This is an optimization exercise on Yosys and OpenROAD, whose aim is small area, not a production implementation.
At most, simulation tests tie the RTL to the original design; equivalence was not proved.
Power is estimated from default activity; no workload was simulated.

the baseline:
==> flow/design.v <==
`default_nettype none
module debouncer(
    input  wire i_clk,
    input  wire i_rst,
    input  wire i_in,
    output wire o_rise
);
    reg q_in, r_in, r_last, different, o_deb, prev;
    reg [2:0] timer;
    wire ztimer = (timer == 3'd0);
    always @(posedge i_clk)
        if (i_rst) begin
            q_in <= 1'b0;
            r_in <= 1'b0;
            r_last <= 1'b0;
            different <= 1'b0;
            o_deb <= 1'b0;
            prev <= 1'b0;
            timer <= 3'd0;
        end else begin
            q_in <= i_in;
            r_in <= q_in;
            r_last <= r_in;
            timer <= ztimer ? {3{different}} : timer - 3'd1;
            different <= (different & ~ztimer) | (r_in ^ o_deb);
            if (ztimer)
                o_deb <= r_last;
            prev <= o_deb;
        end
    assign o_rise = o_deb & ~prev;
endmodule
`default_nettype wire
`default_nettype wire
module Clock_Generator (
    input  clk,
    input  rst,
    input  btnU,
    input  btnC,
    input  btnD,
    output reg tick,
    output reg reset
);
    wire eU, eC, eD;
    debouncer dU (.i_clk(clk), .i_rst(rst), .i_in(btnU), .o_rise(eU));
    debouncer dC (.i_clk(clk), .i_rst(rst), .i_in(btnC), .o_rise(eC));
    debouncer dD (.i_clk(clk), .i_rst(rst), .i_in(btnD), .o_rise(eD));
    reg pause;
    reg [1:0] i;
    reg [2:0] counter;
    reg slow_clk;
    wire pause_n = pause ^ eC;
    reg  ge;
    always @(*) begin
        case (i)
            2'd0: ge = (counter == 3'd7);
            2'd1: ge = (counter >= 3'd3);
            2'd2: ge = (counter != 3'd0);
            default: ge = 1'b1;
        endcase
    end
    wire toggle = ~pause_n & ge;
    always @(posedge clk) begin
        if (rst) begin
            pause <= 1'b0;
            i <= 2'd0;
            counter <= 3'd0;
            slow_clk <= 1'b0;
            tick <= 1'b0;
            reset <= 1'b0;
        end else begin
            pause <= pause_n;
            if (eD)
                i <= 2'd0;
            else if (~pause_n & eU)
                i <= i + 2'd1;
            if (eD | toggle)
                counter <= 3'd0;
            else if (~pause_n)
                counter <= counter + 3'd1;
            if (toggle)
                slow_clk <= ~slow_clk;
            tick <= toggle & ~slow_clk;
            reset <= eD;
        end
    end
endmodule
module Counter(
    input clk,
    input rst,
    input tick,
    input reset,
    output [31:0] data
);
    reg [3:0] a0, a1, b2, b4, b6, b7;
    reg [2:0] b3, b5;
    wire c0 = tick;
    wire c1 = c0 & (a0 == 4'd9);
    wire c2 = c1 & (a1 == 4'd9);
    wire c3 = c2 & (b2 == 4'd9);
    wire c4 = c3 & (b3 == 3'd5);
    wire c5 = c4 & (b4 == 4'd9);
    wire c6 = c5 & (b5 == 3'd5);
    wire c7 = c6 & (b6 == 4'd9);
    always @(posedge clk) begin
        if (rst | reset) begin
            a0 <= 4'd0; a1 <= 4'd0; b2 <= 4'd0; b3 <= 3'd0;
            b4 <= 4'd0; b5 <= 3'd0; b6 <= 4'd0; b7 <= 4'd0;
        end else begin
            if (c0) a0 <= (a0 == 4'd9) ? 4'd0 : a0 + 4'd1;
            if (c1) a1 <= (a1 == 4'd9) ? 4'd0 : a1 + 4'd1;
            if (c2) b2 <= (b2 == 4'd9) ? 4'd0 : b2 + 4'd1;
            if (c3) b3 <= (b3 == 3'd5) ? 3'd0 : b3 + 3'd1;
            if (c4) b4 <= (b4 == 4'd9) ? 4'd0 : b4 + 4'd1;
            if (c5) b5 <= (b5 == 3'd5) ? 3'd0 : b5 + 3'd1;
            if (c6) b6 <= (b6 == 4'd9) ? 4'd0 : b6 + 4'd1;
            if (c7) b7 <= (b7 == 4'd9) ? 4'd0 : b7 + 4'd1;
        end
    end
    assign data = {b7, b6, 1'b0, b5, b4, 1'b0, b3, b2, a1, a0};
endmodule
`default_nettype wire
module Seven_Seg(
    input clk,
    input rst,
    input [31:0] data,
    output [7:0] anode,
    output dp,
    output reg [6:0] cathode
);
    reg [6:0] lfsr;
    reg       step;    
    reg [2:0] idx;     
    reg       valid;   
    wire wrap = (lfsr == 7'd22);    
    always @(posedge clk) begin
        if (rst) begin
            lfsr <= 7'd0;
            step <= 1'b0;
            idx <= 3'd7;
            valid <= 1'b0;
        end else begin
            lfsr <= wrap ? 7'd0 : {lfsr[5:0], ~(lfsr[6] ^ lfsr[5])};
            step <= wrap;
            if (step) begin
                idx <= idx + 3'd1;
                valid <= 1'b1;
            end
        end
    end
    wire [7:0] sel = valid ? (8'd1 << idx) : 8'd0;
    assign anode = ~sel;
    assign dp = ~(sel[2] | sel[4] | sel[6]);
    wire [3:0] d = ({4{sel[0]}} & data[3:0])   | ({4{sel[1]}} & data[7:4])
                 | ({4{sel[2]}} & data[11:8])  | ({4{sel[3]}} & data[15:12])
                 | ({4{sel[4]}} & data[19:16]) | ({4{sel[5]}} & data[23:20])
                 | ({4{sel[6]}} & data[27:24]) | ({4{sel[7]}} & data[31:28]);
    always @(*) begin
        case (d)
            4'h0: cathode = 7'b1000000;
            4'h1: cathode = 7'b1111001;
            4'h2: cathode = 7'b0100100;
            4'h3: cathode = 7'b0110000;
            4'h4: cathode = 7'b0011001;
            4'h5: cathode = 7'b0010010;
            4'h6: cathode = 7'b0000010;
            4'h7: cathode = 7'b1111000;
            4'h8: cathode = 7'b0000000;
            4'h9: cathode = 7'b0010000;
            4'hA: cathode = 7'b0100100;
            4'hB: cathode = 7'b0110000;
            4'hC: cathode = 7'b0011001;
            4'hD: cathode = 7'b0010010;
            4'hE: cathode = 7'b0000010;
            default: cathode = 7'b1111000;
        endcase
    end
endmodule
`default_nettype wire
`timescale 1ns / 1ps
module Top(
    input clk,
    input rst,
    input btnU,
    input btnC,
    input btnD,
    output dp,
    output [7:0] SevenSegAn,
    output [6:0] SevenSegCat
);
    wire tick, reset;
    Clock_Generator Clock_Generator_inst(.clk(clk), .rst(rst), .btnU(btnU), .btnC(btnC), .btnD(btnD), .tick(tick), .reset(reset));
    wire [31:0] data;
    Counter Counter_inst(.clk(clk), .rst(rst), .tick(tick), .reset(reset), .data(data));
    Seven_Seg Seven_Seg_inst(.clk(clk), .rst(rst), .data(data), .anode(SevenSegAn), .dp(dp), .cathode(SevenSegCat));
endmodule
Settings: LEC_CHECK=0, CAP_MARGIN=20, CORE_MARGIN=2, CORE_UTILIZATION=40, SLEW_MARGIN=20; clock period 10.0 ns.
standard.sh (not shown) runs the stock make flow with config.mk's settings and CLKGATE_MAP_FILE= SYNTH_SCRIPT=/design/flow/synth_recipe.tcl, a recipe that flattens the netlist after the stock synthesis.
==> flow/flow/run.sh <==
#!/bin/bash
# Own layout flow: the standard synthesis, then an area re-mapping of its
# combinational logic (registers untouched), then the standard layout steps
# with small port buffers and a clock tree without dummy loads.
set -euo pipefail
W=$(pwd)
F=$W/flow
R=$W/orfs/results/$FLOW_PLATFORM/Top/base
YOSYS=${YOSYS_EXE:-$(command -v yosys || echo /OpenROAD-flow-scripts/tools/install/yosys/bin/yosys)}

bash standard.sh synth > $W/standard_synth.log 2>&1

cp $R/1_2_yosys.v $W/standard_synth_netlist.v
REMAP_LIB=$FLOW_HOME/platforms/sky130hd/lib/sky130_fd_sc_hd__tt_025C_1v80.lib \
REMAP_IN=$W/standard_synth_netlist.v REMAP_OUT=$W/remapped.v REMAP_ABC=$F/abc.script \
  $YOSYS -c $F/remap.tcl > $W/remap.log 2>&1
cp $W/remapped.v $R/1_2_yosys.v
rm -f $R/1_synth.odb

export BUFFER_PORTS_ARGS="-buffer_cell sky130_fd_sc_hd__buf_1"
export CTS_ARGS="$(cat $F/cts_args.txt)"
bash standard.sh > $W/standard_layout.log 2>&1
==> flow/flow/abc.script <==
strash
&get -n
&deepsyn -T 30
&put
dch -f
&get -n
&nf -a -R 1000
&put
topo
==> flow/flow/cts_args.txt <==
-sink_clustering_enable -repair_clock_nets -dont_use_dummy_load -buf_list sky130_fd_sc_hd__clkbuf_8 -root_buf sky130_fd_sc_hd__clkbuf_8 -sink_clustering_size 30 -sink_clustering_max_diameter 100 -sink_clustering_levels 1
==> flow/flow/remap.tcl <==
# Re-map the combinational logic of the standard synthesis netlist for area.
# The flip-flops stay as they are: same instances, names and cell types.
set lib $::env(REMAP_LIB)
yosys read_liberty -ignore_miss_func $lib
yosys blackbox sky130_fd_sc_hd__dfxtp_1
yosys read_verilog $::env(REMAP_IN)
yosys hierarchy -top $::env(FLOW_TOP)
yosys flatten
yosys opt_clean -purge
yosys abc -liberty $lib -dont_use *lpflow* -dont_use *probe* -script $::env(REMAP_ABC)
yosys opt_clean -purge
yosys hilomap -singleton -hicell sky130_fd_sc_hd__conb_1 HI -locell sky130_fd_sc_hd__conb_1 LO
yosys splitnets
yosys opt_clean -purge
yosys stat -liberty $lib
yosys write_verilog -noattr -nohex -nodec $::env(REMAP_OUT)
The baseline finished every step from synthesis to the final layout, and the layout passed the timing, design-rule and antenna checks.
Modified inputs, the candidate compared to the baseline
==> flow/flow/cts_args.txt <==
-sink_clustering_enable -repair_clock_nets -dont_use_dummy_load -buf_list sky130_fd_sc_hd__clkbuf_4 -root_buf sky130_fd_sc_hd__clkbuf_8
--- outcome ---
- Reported for the candidate and the baseline, clock buffer and inverter area fraction after layout turned out identical to the last digit.
- Between the candidate and the baseline, the first-iteration DRC count does not differ in any meaningful way.
- The candidate and the baseline ended up with nearly the same share of power burned in the clock network.
- Combinational power delta (the baseline -> the candidate): insignificant
Function was not checked in any run of this note: the RTL went through the layout flow alone.

* * *

run A:
Top, a different RTL version from the one above (not shown whole).
For scale: roughly 350 cells after synthesis, about 0.0030 mm^2 of cells after synthesis.
Settings: LEC_CHECK=0, CAP_MARGIN=20, CORE_MARGIN=2, CORE_UTILIZATION=40, SLEW_MARGIN=20; clock period 10.0 ns.
==> flow/flow/cts_args.txt <==
-sink_clustering_enable -repair_clock_nets -dont_use_dummy_load -buf_list sky130_fd_sc_hd__clkbuf_4 -root_buf sky130_fd_sc_hd__clkbuf_4 -tree_buf sky130_fd_sc_hd__clkbuf_4 -sink_clustering_size 10 -sink_clustering_max_diameter 40
Scripts as last shown in full above: flow/flow/run.sh, flow/flow/abc.script, flow/flow/remap.tcl
## Diff of input files: run B against run A
==> flow/flow/cts_args.txt <==
-sink_clustering_enable -repair_clock_nets -dont_use_dummy_load -buf_list sky130_fd_sc_hd__clkbuf_4 -root_buf sky130_fd_sc_hd__clkbuf_16
- Run B finished every stage and its layout cleared the timing, design-rule and antenna checks.
- Combined global-route utilization of all metal layers up 0.15 points in run B wrt run A
- Cell area after layout: lower on run A
- Going from run A to run B, clock slew seen by the registers of the worst setup and hold paths shrinks by 0.05 ns.
- Wire length, run B vs run A: up slightly
- Met3 track demand over resource in global routing (higher): run A
diff inputs: run B => run C
==> flow/flow/run.sh <==
#!/bin/bash
# Own layout flow: the standard synthesis, then an area re-mapping of its
# combinational logic (registers untouched: same instances, names and cell
# types), then the standard layout steps with small port buffers and a clock
# tree without dummy loads. Each tool writes its own log in this folder.
set -euo pipefail
W=$(pwd)
F=$W/flow
R=$W/orfs/results/$FLOW_PLATFORM/Top/base
YOSYS=${YOSYS_EXE:-$(command -v yosys || echo /OpenROAD-flow-scripts/tools/install/yosys/bin/yosys)}
LIB=$FLOW_HOME/platforms/sky130hd/lib/sky130_fd_sc_hd__tt_025C_1v80.lib

bash standard.sh synth > $W/standard_synth.log 2>&1
cp $R/1_2_yosys.v $W/standard_synth_netlist.v

# Several re-mappings with different seeds; keep the smallest.
pids=()
for s in $(cat $F/seeds.txt); do
  sed "s/@SEED@/$s/" $F/abc.script > $W/abc_$s.script
  REMAP_LIB=$LIB REMAP_IN=$W/standard_synth_netlist.v REMAP_OUT=$W/remapped_$s.v \
  REMAP_ABC=$W/abc_$s.script $YOSYS -c $F/remap.tcl > $W/remap_$s.log 2>&1 &
  pids+=($!)
done
for p in "${pids[@]}"; do wait $p || true; done
nff=$(grep -c 'sky130_fd_sc_hd__dfxtp_1 ' $W/standard_synth_netlist.v)
best=""; bestA=""
for s in $(cat $F/seeds.txt); do
  [[ -f $W/remapped_$s.v ]] || continue
  grep -q "ERROR" $W/remap_$s.log && continue
  [[ $(grep -c 'sky130_fd_sc_hd__dfxtp_1 ' $W/remapped_$s.v) == $nff ]] || continue
  a=$(grep "Chip area for module" $W/remap_$s.log | tail -1 | awk '{print $NF}')
  # a mapping that lost its logic is not a candidate
  awk -v a=$a -v n=$nff 'BEGIN{exit !(a > n*20.02*1.3)}' || continue
  if [[ -z $best ]] || awk -v a=$a -v b=$bestA 'BEGIN{exit !(a < b)}'; then best=$s; bestA=$a; fi
done
echo "remap: seed $best area $bestA" > $W/remap_choice.log
if [[ -n $best ]]; then
  cp $W/remapped_$best.v $R/1_2_yosys.v
  rm -f $R/1_synth.odb
fi

export BUFFER_PORTS_ARGS="-buffer_cell sky130_fd_sc_hd__buf_1"
export CTS_ARGS="$(cat $F/cts_args.txt)"
bash standard.sh > $W/standard_layout.log 2>&1
==> flow/flow/abc.script <==
strash
&get -n
&deepsyn -T 40 -S @SEED@
&put
dch -f
&get -n
&nf -a -R 1000
&put
topo
==> flow/flow/cts_args.txt <==
-sink_clustering_enable -repair_clock_nets -dont_use_dummy_load -buf_list sky130_fd_sc_hd__clkbuf_4 -root_buf sky130_fd_sc_hd__clkbuf_4 -tree_buf sky130_fd_sc_hd__clkbuf_4 -sink_clustering_size 10 -sink_clustering_max_diameter 40
==> flow/flow/seeds.txt (new file) <==
1 2 3 4
## What came out
Synthesized netlist cell count: run C vs run B down 3. Changes observed in run C relative to run B: global-route wire length before repair moved down; depth of the worst register-to-register path moved up. Taking run B as the reference, in run C first-iteration DRC count rose 32; non-clock inverter instance count of the final layout has increased; sequential group share of total power higher. Going from run B to run C, count of inserted tapcells neither gained nor lost much, worst setup slack lost 0.088 ns. In the floorplan summary, run C is listed with a die area less than that of run B. Against run B, the final cell area of run C is lower. Of run B and run C, the run reporting the higher total power was run B.
> inputs changed (run C -> run D)
==> flow/flow/run.sh <==
#!/bin/bash
# Own layout flow: the standard synthesis, then an area re-mapping of its
# combinational logic (registers untouched), then the standard layout steps
# with small port buffers and a clock tree without dummy loads.
set -euo pipefail
W=$(pwd)
F=$W/flow
R=$W/orfs/results/$FLOW_PLATFORM/Top/base
YOSYS=${YOSYS_EXE:-$(command -v yosys || echo /OpenROAD-flow-scripts/tools/install/yosys/bin/yosys)}

bash standard.sh synth > $W/standard_synth.log 2>&1

cp $R/1_2_yosys.v $W/standard_synth_netlist.v
REMAP_LIB=$FLOW_HOME/platforms/sky130hd/lib/sky130_fd_sc_hd__tt_025C_1v80.lib \
REMAP_IN=$W/standard_synth_netlist.v REMAP_OUT=$W/remapped.v REMAP_ABC=$F/abc.script \
  $YOSYS -c $F/remap.tcl > $W/remap.log 2>&1
cp $W/remapped.v $R/1_2_yosys.v
rm -f $R/1_synth.odb

export BUFFER_PORTS_ARGS="-buffer_cell sky130_fd_sc_hd__buf_1"
export CTS_ARGS="$(cat $F/cts_args.txt)"
bash standard.sh > $W/standard_layout.log 2>&1
==> flow/flow/abc.script <==
strash
&get -n
&deepsyn -T 30
&put
dch -f
&get -n
&nf -a -R 1000
&put
topo
==> flow/flow/cts_args.txt <==
-sink_clustering_enable -repair_clock_nets -dont_use_dummy_load -buf_list sky130_fd_sc_hd__clkbuf_4 -root_buf sky130_fd_sc_hd__clkbuf_8 -tree_buf sky130_fd_sc_hd__clkbuf_4
removed: flow/flow/seeds.txt
Run C ended up with Seven_Seg_inst.idx[0] as its beginning of the critical path; run D ended up with Seven_Seg_inst.idx[1]. Summary of run D over run C: cell count along the critical path went down 1; via count of the first global-routing pass went up 122; synthesized cell count went up 3. Fmax | run D vs run C | run D faster. Run D vs. run C: total chip power increased about 1.6%, post-synthesis area per instance stayed essentially flat. Compared with run C, run D shows global routing usage on met3 lower by 0.27 points. Die area: lower on run C. Compared with run C, in run D cell area grew by 2.5%, layout overhead on the synthesized area grew by 1.6 points, final cell count grew by 0.42%.
Setup changes, run D to run E
==> flow/flow/cts_args.txt <==
-sink_clustering_enable -repair_clock_nets -dont_use_dummy_load -buf_list {sky130_fd_sc_hd__clkbuf_4 sky130_fd_sc_hd__clkbuf_8}
Results
Synthesized instance count: run D vs run E identical. Cell area: run E vs run D identical. Antenna diode count of run D is on par with run E. Run D and run E ended up with nearly the same final routed wirelength across all metal layers.

==> separate check: timing with driven ports <==
No port has a modelled driver above. Below, the same layouts with a new extraction and two added sets of constraints.
Step 1 (the two cells are an assumption about what drives the block):
set clk [get_ports {clk}]
set_driving_cell -lib_cell sky130_fd_sc_hd__clkbuf_16 $clk
set_driving_cell -lib_cell sky130_fd_sc_hd__buf_2 [delete_from_list [all_inputs] $clk]
Step 2, shift: input delay + t, output delay - t, t = (earliest + latest rising clock arrival at the registers) / 2. This alone moves slack from input paths to output paths.
Slacks: ideal ports / drivers / drivers and shift; pairs: ideal ports / drivers.
| run | shift t [ns] | setup WS [ns] | latest minus earliest clock arrival (ns) |
|---|---|---|---|
| the baseline | 0.360 | 5.397 / 5.397 / 5.397 | 0.029 / 0.029 |
| the candidate | 0.360 | 5.397 / 5.397 / 5.397 | 0.029 / 0.029 |
| run A | 0.402 | 5.286 / 5.259 / 5.661 | 0.030 / 0.031 |
| run B | 0.348 | 5.318 / 5.284 / 5.632 | 0.013 / 0.013 |
| run C | 0.414 | 5.230 / 5.203 / 5.243 | 0.035 / 0.035 |
| run D | 0.351 | 5.317 / 5.288 / 5.639 | 0.018 / 0.018 |
| run E | 0.351 | 5.317 / 5.288 / 5.639 | 0.018 / 0.018 |
After both steps every run listed still meets setup and hold.
